This is an optimization exercise on Yosys and OpenROAD, whose aim is small area, not a production implementation.
Power and IR drop assume default switching activity.

==> flow/design.v <==
`timescale 1ns / 1ps
module top (
    input  wire clk,
    input  wire reset,
    input  wire rx,
    output wire tx
);
    reg [2:0] ph;      
    reg [1:0] x;       
    reg [2:0] q;       
    reg [4:0] s;       
    wire wend = (ph == 3'd7);
    wire tick = wend & (x == 2'd3) & (q == 3'd4);
    always @(posedge clk) begin
        ph <= ph + 3'd1;
        s  <= {s[3:0], (s[4] ^ s[2]) | (s == 5'd0)};
        if (reset) begin
            x <= 2'd0;
            q <= 3'd0;
        end else begin
            x <= x + {1'b0, wend};
            q <= {q[1:0], ~q[2] & ~q[1]};
        end
    end
    reg  [247:0] rf;
    wire tap = rf[247];
    wire lin;
    always @(posedge clk) rf <= {rf[246:0], lin};
    reg       inframe;
    reg [4:0] ib;            
    wire rxd = tick & inframe;
    always @(posedge clk) begin
        if (reset) begin
            inframe <= 1'b0;
            ib      <= 5'd0;
        end else begin
            ib <= ib + {4'd0, rxd};
            if (tick) begin
                if (!inframe) begin
                    if (!rx) inframe <= 1'b1;
                end else if (ib[2:0] == 3'd7) begin
                    inframe <= 1'b0;
                end
            end
        end
    end
    reg [20:0] sr;
    wire [4:0] rd  = sr[4:0];
    wire [2:0] f3  = sr[7:5];
    wire [4:0] rs1 = sr[12:8];
    wire [7:0] imm = sr[20:13];
    wire [4:0] rs2 = sr[17:13];
    reg mlo, b5, f7s;
    always @(posedge clk) begin
        if (rxd) begin
            case (ib)
                5'd0: mlo <= rx;
                5'd1, 5'd4: mlo <= mlo & rx;
                5'd2, 5'd3, 5'd6: mlo <= mlo & ~rx;
                5'd5: b5 <= rx;
                5'd25: f7s <= ~rx;
                5'd30: f7s <= f7s & rx;
                5'd26, 5'd27, 5'd28, 5'd29, 5'd31: f7s <= f7s & ~rx;
                default: ;
            endcase
        end
    end
    wire is_r = mlo & b5;
    wire is_i = mlo & ~b5;
    wire ev27 = rxd & (ib == 5'd27);
    wire ev31 = rxd & (ib == 5'd31);
    localparam S_IDLE = 5'd0,  S_LAW = 5'd1,  S_LAD = 5'd2,  S_LBW = 5'd3,
               S_LBD  = 5'd4,  S_LBZ = 5'd5,  S_WT  = 5'd6,  S_EX0 = 5'd7,
               S_EX1  = 5'd8,  S_EX2 = 5'd9,  S_EX3 = 5'd10, S_WRW = 5'd11,
               S_WRD  = 5'd12, S_TXW = 5'd13, S_WRX = 5'd14, S_TST = 5'd15,
               S_D0   = 5'd16;
    reg [4:0] st, st_n;
    wire rs1z = (rs1 == 5'd0);
    wire rs2z = (rs2 == 5'd0);
    wire wen  = (is_r | is_i) & (rd != 5'd0);
    always @* begin
        st_n = st;
        case (st)
            S_IDLE: if (ev27) st_n = S_LAW;
            S_LAW:  if (rs1z || s == rs1) st_n = S_LAD;
            S_LAD:  st_n = S_LBW;
            S_LBW:  if (is_i) st_n = S_WT;
                    else if (rs2z) st_n = S_LBZ;
                    else if (s == rs2) st_n = S_LBD;
            S_LBD, S_LBZ: st_n = S_WT;
            S_WT:   if (ev31) st_n = S_EX0;
            S_EX0:  st_n = S_EX1;
            S_EX1:  st_n = S_EX2;
            S_EX2:  st_n = S_EX3;
            S_EX3:  st_n = S_WRW;
            S_WRW:  if (!wen) st_n = S_TXW;
                    else if (s == rd) st_n = S_WRD;
            S_WRD:  st_n = S_TXW;
            S_WRX:  st_n = S_IDLE;    
            S_TXW:  if (tick) st_n = S_TST;
            S_TST:  if (tick) st_n = S_D0;
            default: if (!st[0] || tick) st_n = st + 5'd1;    
        endcase
    end
    always @(posedge clk) begin
        if (reset)
            st <= (st == S_WRD || st == S_WRX) ? ((wend) ? S_IDLE : S_WRX) : S_IDLE;
        else if (wend)
            st <= st_n;
    end
    reg  [7:0] acc;           
    reg        cy;
    wire a  = acc[7];
    wire b  = sr[13];
    wire shift = is_r & (f3 == 3'b101);
    wire sub   = is_r & (f3 == 3'b000) & f7s;
    wire sra   = shift & f7s;
    wire logic_op = (is_r | is_i) & f3[2] & (f3[1] | ~f3[0]);
    wire bb  = b ^ sub;
    wire cin = (ph == 3'd0) ? sub : cy;
    wire sum = a ^ bb ^ cin;
    wire co  = (a & bb) | (a & cin) | (bb & cin);
    wire lres = f3[1] ? (f3[0] ? (a & b) : (a | b)) : (a ^ b);
    wire res  = logic_op ? lres : sum;
    wire [2:0] shamt = (sra && imm[7:3] != 5'd0) ? 3'b111 : imm[2:0];
    reg txr;
    wire tx_shw = st[4] & ~st[0];
    always @(posedge clk) begin
        if (reset)
            txr <= 1'b1;
        else if (tick)
            txr <= (st_n == S_TST) ? 1'b0 : st_n[4] ? acc[6] : 1'b1;
    end
    assign tx = txr;
    reg ain;
    always @* begin
        ain = a;
        case (st)
            S_LAD: ain = tap & ~rs1z;
            S_EX0: ain = shift ? a : res;
            S_EX1: if (shift && shamt[0]) ain = (ph == 3'd7) ? (sra & cy) : acc[6];
            S_EX2: if (shift && shamt[1]) ain = (ph >= 3'd6) ? (sra & cy) : acc[5];
            S_EX3: if (shift && shamt[2]) ain = (ph >= 3'd4) ? (sra & cy) : acc[3];
            default: if (tx_shw) ain = acc[6];
        endcase
    end
    always @(posedge clk) begin
        acc <= {acc[6:0], ain};
        if (st == S_EX0) cy <= shift ? a : co;
    end
    wire sr_rx = rxd & (ib < 5'd28);
    always @(posedge clk) begin
        if (sr_rx)
            sr <= {rx, sr[20:1]};
        else if (st == S_LBD || st == S_LBZ)
            sr[20:13] <= {tap & (st == S_LBD), sr[20:14]};
        else if (st == S_EX0)
            sr[20:13] <= {sr[13], sr[20:14]};
    end
    wire wr_win = (st == S_WRD) || (st == S_WRX);
    assign lin = wr_win ? a : tap;
endmodule
Settings: LEC_CHECK=0, CAP_MARGIN=20, CORE_MARGIN=2, CORE_UTILIZATION=60, CTS_BUF_LIST=sky130_fd_sc_hd__clkbuf_8, CTS_CLUSTER_DIAMETER=60, CTS_CLUSTER_SIZE=18, PLACE_DENSITY=0.75, SLEW_MARGIN=20; clock period 10.0 ns.
run.sh (not shown) runs the stock make flow with config.mk's settings and CLKGATE_MAP_FILE= SYNTH_SCRIPT=/design/flow/synth_recipe.tcl, a recipe that flattens the netlist after the stock synthesis.
The first run completed without violations.
Next try:
--- a/flow/config.mk
+++ b/flow/config.mk
@@ -9,7 +9,7 @@
 export CORE_MARGIN = 2
 export CORE_UTILIZATION = 60
-export CTS_BUF_LIST = sky130_fd_sc_hd__clkbuf_8
-export CTS_CLUSTER_DIAMETER = 60
-export CTS_CLUSTER_SIZE = 18
+export CTS_BUF_LIST = sky130_fd_sc_hd__clkbuf_16
+export CTS_CLUSTER_DIAMETER = 80
+export CTS_CLUSTER_SIZE = 30
 export PLACE_DENSITY = 0.75
 export SLEW_MARGIN = 20
=> Routed wire length rose by about 2.5%; utilization went up by 0.64 points; sequential power stays flat; worst setup slack improves by 0.0087 ns; synthesized area is unchanged.
No run of this note included a check of the RTL's function; only the layout flow was run.

static timing again, ports no longer ideal:
The results above use ideal ports. As a check the final layouts listed here were re-extracted and re-timed, cells and wires unchanged. Step 1 sets driving cells, clkbuf_16 on the clock port and buf_2 on the other inputs (assumed; they add their load-dependent delay and slew). Step 2 also shifts input and output timing later by t, the mid clock arrival at the registers, as if the neighbouring blocks saw the same clock. Three values: ideal, step 1, step 2; two values: the first two.
| run | t, ns | setup WS [ns] | worst setup path at the end | clock arrival spread, ns | slew at the worst register clock pin (ns) |
|---|---|---|---|---|---|
| the first run | 0.548 | 6.584 / 6.546 / 6.495 | input to register | 0.016 / 0.017 | 0.11 / 0.11 |
| the second run | 0.520 | 6.593 / 6.554 / 6.464 | input to register | 0.027 / 0.027 | 0.11 / 0.11 |
After both steps setup and hold are still met in every run listed. For the second run, which loses most, drivers alone change the setup slack by -0.039 ns; drivers and shift together by -0.129 ns.
